Context: an optimization exercise on an open-source flow, tuned for small area, a short achievable clock period and few clock cycles. The choices shown serve that exercise and are no tape-out recipe. In this exercise RTL edits were held to simulation tests only and were not proved equivalent to the original. No activity file was given, so power comes from the tool's default toggle rates.

==> flow/design.v <==
module interpolation (
    input           clk,
    input           RST,
    input           START,
    input   [5:0]   H0,
    input   [5:0]   V0,
    input   [3:0]   SW,
    input   [3:0]   SH,
    output          REN,
    input   [7:0]   R_DATA,
    output  [11:0]  ADDR,
    output  [7:0]   O_DATA,
    output          O_VALID
);
assign REN = 1'b0;
reg [5:0] h0;
reg [3:0] sw, sh;            
reg [5:0] rrow;              
reg [3:0] ryf;               
reg [3:0] rc;                
reg       rsub;              
reg [11:0] addr;
reg        a_vld, a_bot;     
reg [3:0]  a_yr;
reg        r_top, r_last;    
reg [7:0] T, B;
reg [3:0] c_yr;
reg       cfull;
reg [7:0] N;
reg       nv;
reg [1:0] cnt;               
reg        active, loaded;
reg [4:0]  oj, oi;            
reg [3:0]  xp;                
reg [7:0]  vl, vu;
reg [7:0]  odata;
reg        ovalid;
assign ADDR = addr;
assign O_DATA = odata;
assign O_VALID = ovalid;
function [7:0] lerp3;
    input [7:0] c, a, b;
    input [3:0] r;
    reg [11:0] x0, x1, x2, x3, x4, s1, c1, s2, c2, s;
    begin
        x0 = {4'd0, c};
        x1 = {4'd0, r[0] ? b : a};
        x2 = {3'd0, r[1] ? b : a, 1'b0};
        x3 = {2'd0, r[2] ? b : a, 2'b0};
        x4 = {1'd0, r[3] ? b : a, 3'b0};
        s1 = x0 ^ x1 ^ x2;
        c1 = ((x0 & x1) | (x0 & x2) | (x1 & x2)) << 1;
        s2 = s1 ^ c1 ^ x3;
        c2 = ((s1 & c1) | (s1 & x3) | (c1 & x3)) << 1;
        s = s2 + c2 + x4;
        lerp3 = s[11:4];
    end
endfunction
wire [7:0] vcol = lerp3(T, T, B, c_yr);
wire       row_end = (oj == 5'b11000);
wire [4:0] xsum = {1'b0, xp} + {1'b0, sw};
wire       pop_next = row_end | xsum[4];
wire       avail = nv | cfull;
wire       produce = active & loaded;
wire       want = active & (~loaded | (pop_next & ~(row_end & (oi == 5'b11000))));
wire       take = want & avail;
wire [7:0] src = nv ? N : vcol;
wire       issue = rsub | (cnt != 2'd2) | take;
wire       col_done = rsub | (ryf == 4'd0);
wire [4:0] ysum = {1'b0, ryf} + {1'b0, sh};
always @(posedge clk) begin
    addr <= {rrow + {5'd0, rsub}, h0 + {2'd0, rc}};
    a_yr <= ryf;
    a_bot <= rsub;
    odata <= lerp3(vu, vl, vu, xp);    
    if (r_top)
        T <= R_DATA;
    if (r_last)
        B <= R_DATA;
    if (a_vld & a_bot)
        c_yr <= a_yr;
    if (take) begin
        vl <= vu;
        vu <= src;
    end
    if (nv ? take : ~take)
        N <= vcol;
    if (START) begin
        h0 <= H0;
        sw <= SW - 4'd1;
        sh <= SH - 4'd1;
    end
end
always @(posedge clk) begin
    if (START) begin
        rrow <= V0;
        ryf <= 4'd0;
        rc <= 4'd0;
        rsub <= 1'b0;
        a_vld <= 1'b0;
        r_top <= 1'b0;
        r_last <= 1'b0;
        cfull <= 1'b0;
        nv <= 1'b0;
        cnt <= 2'd0;
        active <= 1'b1;
        loaded <= 1'b0;
        oj <= 5'd1;
        oi <= 5'd1;
        xp <= 4'd15;
        ovalid <= 1'b0;
    end else begin
        a_vld <= issue;
        r_top <= a_vld & ~a_bot;
        r_last <= a_vld & (a_bot | (a_yr == 4'd0));
        if (issue) begin
            if (col_done) begin
                rsub <= 1'b0;
                if (rc == sw) begin
                    rc <= 4'd0;
                    ryf <= ysum[3:0];
                    rrow <= rrow + {5'd0, ysum[4]};
                end else begin
                    rc <= rc + 4'd1;
                end
            end else begin
                rsub <= 1'b1;
            end
        end
        cnt <= cnt + {1'b0, issue & ~rsub} - {1'b0, take};
        if (take)
            nv <= nv & cfull;
        else if (cfull)
            nv <= 1'b1;
        cfull <= r_last | (cfull & nv & ~take);
        ovalid <= produce;
        if (produce) begin
            if (row_end) begin
                oj <= 5'd1;
                xp <= 4'd15;
                oi <= {oi[3:0], oi[4] ^ oi[2]};
                if (oi == 5'b11000)
                    active <= 1'b0;
            end else begin
                oj <= {oj[3:0], oj[4] ^ oj[2]};
                xp <= xsum[3:0];
            end
            loaded <= ~pop_next | take;
        end else if (take) begin
            loaded <= 1'b1;
        end
        if (RST)
            active <= 1'b0;
    end
end
endmodule
Settings: LEC_CHECK=0, CAP_MARGIN=20, CORE_MARGIN=2, CORE_UTILIZATION=40, SLEW_MARGIN=60; clock period 32.0 ns.
standard.sh (not shown) runs the stock make flow with config.mk's settings and CLKGATE_MAP_FILE= SYNTH_SCRIPT=/design/flow/synth_recipe.tcl, a recipe that flattens the netlist after the stock synthesis.
==> flow/flow/run.sh <==
#!/bin/bash
# Standard ORFS flow with buf_2 port buffers and a clock tree of clkbuf_8
# cells. The make output goes to flow_make.log here; ORFS logs each tool
# under orfs/logs/.
set -euo pipefail
export BUFFER_PORTS_ARGS="-buffer_cell sky130_fd_sc_hd__buf_2"
export CTS_ARGS="-sink_clustering_enable -repair_clock_nets -root_buf sky130_fd_sc_hd__clkbuf_16 -buf_list sky130_fd_sc_hd__clkbuf_8 -sink_clustering_size 20 -sink_clustering_max_diameter 100 -balance_levels -dont_use_dummy_load"
bash standard.sh > flow_make.log 2>&1
Testbench counts at the start, summed over its fixed seeds: cycles 87,218.
==> next run, changes <==
==> flow/flow/run.sh (replaced) <==
#!/bin/bash
# Standard ORFS flow with buf_2 port buffers and a clock tree of clkbuf_8
# cells. The make output goes to flow_make.log here; ORFS logs each tool
# under orfs/logs/.
set -euo pipefail
export BUFFER_PORTS_ARGS="-buffer_cell sky130_fd_sc_hd__buf_1"
export CTS_ARGS="-sink_clustering_enable -repair_clock_nets -root_buf sky130_fd_sc_hd__clkbuf_16 -buf_list sky130_fd_sc_hd__clkbuf_8 -sink_clustering_size 20 -sink_clustering_max_diameter 100 -balance_levels"
bash standard.sh > flow_make.log 2>&1
The changed run completed with no timing, DRC or antenna violations. Sequential power barely changes. Power rose by a little under a tenth. Clock skew fell by 0.0059 ns. Combinational power barely changes. Routed wire length fell slightly. Hold slack barely changes. Cell count rose slightly.
==> next run, changes <==
==> flow/flow/run.sh (replaced) <==
#!/bin/bash
# Standard ORFS flow with buf_2 port buffers and a clock tree of clkbuf_8
# cells. The make output goes to flow_make.log here; ORFS logs each tool
# under orfs/logs/.
set -euo pipefail
export BUFFER_PORTS_ARGS="-buffer_cell sky130_fd_sc_hd__buf_2"
export CTS_ARGS="-sink_clustering_enable -repair_clock_nets -root_buf sky130_fd_sc_hd__clkbuf_8 -buf_list sky130_fd_sc_hd__clkbuf_8 -dont_use_dummy_load"
bash standard.sh > flow_make.log 2>&1
Outcome: Design area fell by a few percent. Routed wire length climbs slightly. Synthesized cell count stays the same. Via count stays flat. Fmax went down slightly. Sequential power stays flat. Count of clock-buffer cells in the layout stays the same. Combinational power barely changes. Global-route usage stays flat. First-iteration DRC count went up by about a fifth. Flip-flop and latch count is unchanged.
==> next run, changes <==
==> flow/flow/run.sh (replaced) <==
#!/bin/bash
# Standard ORFS flow with buf_2 port buffers and a clock tree of clkbuf_8
# cells. The make output goes to flow_make.log here; ORFS logs each tool
# under orfs/logs/.
set -euo pipefail
export BUFFER_PORTS_ARGS="-buffer_cell sky130_fd_sc_hd__buf_2"
export CTS_ARGS="-sink_clustering_enable -repair_clock_nets -root_buf sky130_fd_sc_hd__clkbuf_8 -buf_list sky130_fd_sc_hd__clkbuf_4 -dont_use_dummy_load"
bash standard.sh > flow_make.log 2>&1
Register-to-register slack stays flat.
Setup slack hardly moves.
Maximum frequency is about the same.
Global-route usage stays flat.
Synthesized area stays the same.
Non-clock buffer count stays the same.
Design area goes down by 1.3%.
Sequential power is about the same.

-- re-timing with driven ports --
The results above use ideal ports. As a check the final layouts listed here were re-extracted and re-timed, cells and wires unchanged.
Step 1 assumes that a clkbuf_16 drives the clock port and a buf_2 every other input.
Step 2 adds t to the input delays and takes it off the output delays; t is the mean of the earliest and latest rising clock arrival at the registers after step 1. Input paths then give back, and output paths get back, about the clock's delay inside the block.
a / b / c = ideal ports / drivers / drivers and shift; a / b = the first two.
run | shift t [ns] | slack for setup (ns) | worst hold slack (ns) | worst setup path after step 2 | cell pins on the clock port's net
the first run | 0.393 | 24.802 / 24.763 / 24.469 | 0.392 / 0.392 / 0.392 | input to register | 1
the second run | 0.401 | 24.756 / 24.718 / 24.473 | 0.393 / 0.393 / 0.393 | input to register | 1
the third run | 0.461 | 24.730 / 24.695 / 24.470 | 0.392 / 0.392 / 0.392 | input to register | 1
the fourth run | 0.439 | 24.731 / 24.696 / 24.475 | 0.392 / 0.392 / 0.392 | input to register | 1
After both steps every run listed still meets setup and hold. For the first run, which loses most, drivers alone change the setup slack by -0.039 ns; drivers and shift together by -0.333 ns.
